This is an optimization exercise on Yosys and OpenROAD, whose aim is small area and a short achievable clock period, not a production implementation. In this exercise RTL edits were held to simulation tests only and were not proved equivalent to the original. Power and IR drop assume default switching activity.

==> run F <==
==> flow/design.v (excerpt) <==
module systolic_array(
    input [31:0] a1,a2,a3,
    input [31:0] b1,b2,b3,
    input rst, clk,
    output [63:0] c1,c2,c3,c4,c5,c6,c7,c8,c9
    );
    reg [31:0] a1_1;
    reg [31:0] a2_1;
    reg [31:0] a2_2;
    reg [31:0] a3_1;
    reg [31:0] a3_2;
    reg [31:0] a3_3;
    reg [31:0] b1_1;
    reg [31:0] b2_1;
    reg [31:0] b2_2;
    reg [31:0] b3_1;
    reg [31:0] b3_2;
    reg [31:0] b3_3;
    reg [4:1] rh;
    always @(posedge clk) begin
        rh <= {rh[3:1], rst};
        a1_1 <= a1;
        a2_1 <= a2;
        a2_2 <= a2_1;
        a3_1 <= a3;
        a3_2 <= a3_1;
        a3_3 <= a3_2;
        b1_1 <= b1;
        b2_1 <= b2;
        b2_2 <= b2_1;
        b3_1 <= b3;
        b3_2 <= b3_1;
        b3_3 <= b3_2;
    end
    wire clr1 = rst | rh[1];
    wire clr2 = clr1 | rh[2];
    wire clr3 = clr2 | rh[3];
    wire clr4 = clr3 | rh[4];
    mac_pe0 m1(.clk(clk), .rst(rst), .a(a1), .b(b1), .c(c1));
    mac_pe1 m2(.clk(clk), .clr(clr1), .a(a1), .b(b2), .acc(c2));
    mac_pe m3(.clk(clk), .clr(clr2), .a(a1_1), .b(b3_1), .acc(c3));
    mac_pe1 m4(.clk(clk), .clr(clr1), .a(a2), .b(b1), .acc(c4));
    mac_pe m5(.clk(clk), .clr(clr2), .a(a2_1), .b(b2_1), .acc(c5));
    mac_pe m6(.clk(clk), .clr(clr3), .a(a2_2), .b(b3_2), .acc(c6));
    mac_pe m7(.clk(clk), .clr(clr2), .a(a3_1), .b(b1_1), .acc(c7));
    mac_pe m8(.clk(clk), .clr(clr3), .a(a3_2), .b(b2_2), .acc(c8));
    mac_pe m9(.clk(clk), .clr(clr4), .a(a3_3), .b(b3_3), .acc(c9));
endmodule
clock: 12.0 ns
lec_check: 0
cap_margin: 20
core_margin: 2
core_utilization: 55
cts_buf_list: sky130_fd_sc_hd__clkbuf_4 sky130_fd_sc_hd__clkbuf_8
place_density: 0.6
slew_margin: 20
synth_hierarchical: 1
standard.sh (not shown) runs the stock make flow with config.mk's settings and CLKGATE_MAP_FILE= SYNTH_SCRIPT=/design/flow/synth_recipe.tcl, a recipe that flattens the netlist after the stock synthesis.
==> flow/flow/run.sh <==
#!/bin/bash
set -euo pipefail
MARGIN=6.6
bash standard.sh SETUP_SLACK_MARGIN=$MARGIN "BUFFER_PORTS_ARGS=-buffer_cell sky130_fd_sc_hd__buf_2" finish > standard.log 2>&1
==> run H (differences from run F) <==
==> flow/flow/run.sh (replaced) <==
#!/bin/bash
set -euo pipefail
MARGIN=6.8
bash standard.sh SETUP_SLACK_MARGIN=$MARGIN "BUFFER_PORTS_ARGS=-buffer_cell sky130_fd_sc_hd__buf_2" finish > standard.log 2>&1
==> notes.md <==
| quantity | run H | run F |
|---|---|---|
| Slew @ Worst Pin | 1.22 ns | 1.22 ns |
| Global-route track usage on met1 | 0.486 | 0.483 |
| Worst setup timing slack at the placement stage | 4.20 ns | 4.20 ns |
| Sequential fraction of total cell area | 0.147 | 0.148 |
| Period utilization | 0.459 | 0.459 |
| WL per Instance | 31.8 um | 31.7 um |
| Worst flop-to-flop path startpoint | b2_2[11]$_DFF_P_ | b3_1[0]$_DFF_P_ |
| Met2 wire length | 433000 um | 432000 um |
| Status | finished clean | finished clean |
| Upper clock frequency limit | 181 MHz | 182 MHz |
| Total number of vias | 206000 | 205000 |
| Seq pwr share | 0.129 | 0.130 |
| Routed length on met1 | 372000 um | 372000 um |
| Antenna cells | 60 | 62 |
| Critical path buffer and inverter count | 3 | 2 |
| Non-clock buffer total of the final layout | 1847 | 1684 |
| Termination of the worst setup path | c1[16] | c1[50] |
| Seq. cell area | 43400 um2 | 43300 um2 |
| Vias per cell | 6.51 | 6.50 |
| Clock-pin slew on the worst setup and hold paths | 0.09 ns | 0.06 ns |
| End of the worst hold path | b3_3[9]$_DFF_P_ | a3_3[21]$_DFF_P_ |
| Area of combinational cells with multiple inputs | 218000 um2 | 217000 um2 |

static timing again, ports no longer ideal:
The results above use ideal ports. As a check the final layouts listed here were re-extracted and re-timed, cells and wires unchanged. Step 1 assumes that a clkbuf_16 drives the clock port and a buf_2 every other input. Step 2 times the ports against the registers' clock, not the clock port: input delays grow and output delays shrink by t, the midpoint of the rising clock arrivals with the driver on. a / b / c = no drivers / after step 1 / after step 2; a / b = the first two.
run | t (ns) | setup WS [ns] | clock arrival spread, ns | worst data-port slew with drivers (ns)
run F | 1.380 | 6.497 / 6.368 / 5.187 | 0.139 / 0.140 | 0.33
run H | 1.391 | 6.488 / 6.363 / 5.262 | 0.160 / 0.160 | 0.41
After both steps setup and hold are still met in every run listed. The setup slack of run F, which loses most, moves by -0.129 ns with the drivers and by -1.310 ns with both steps.
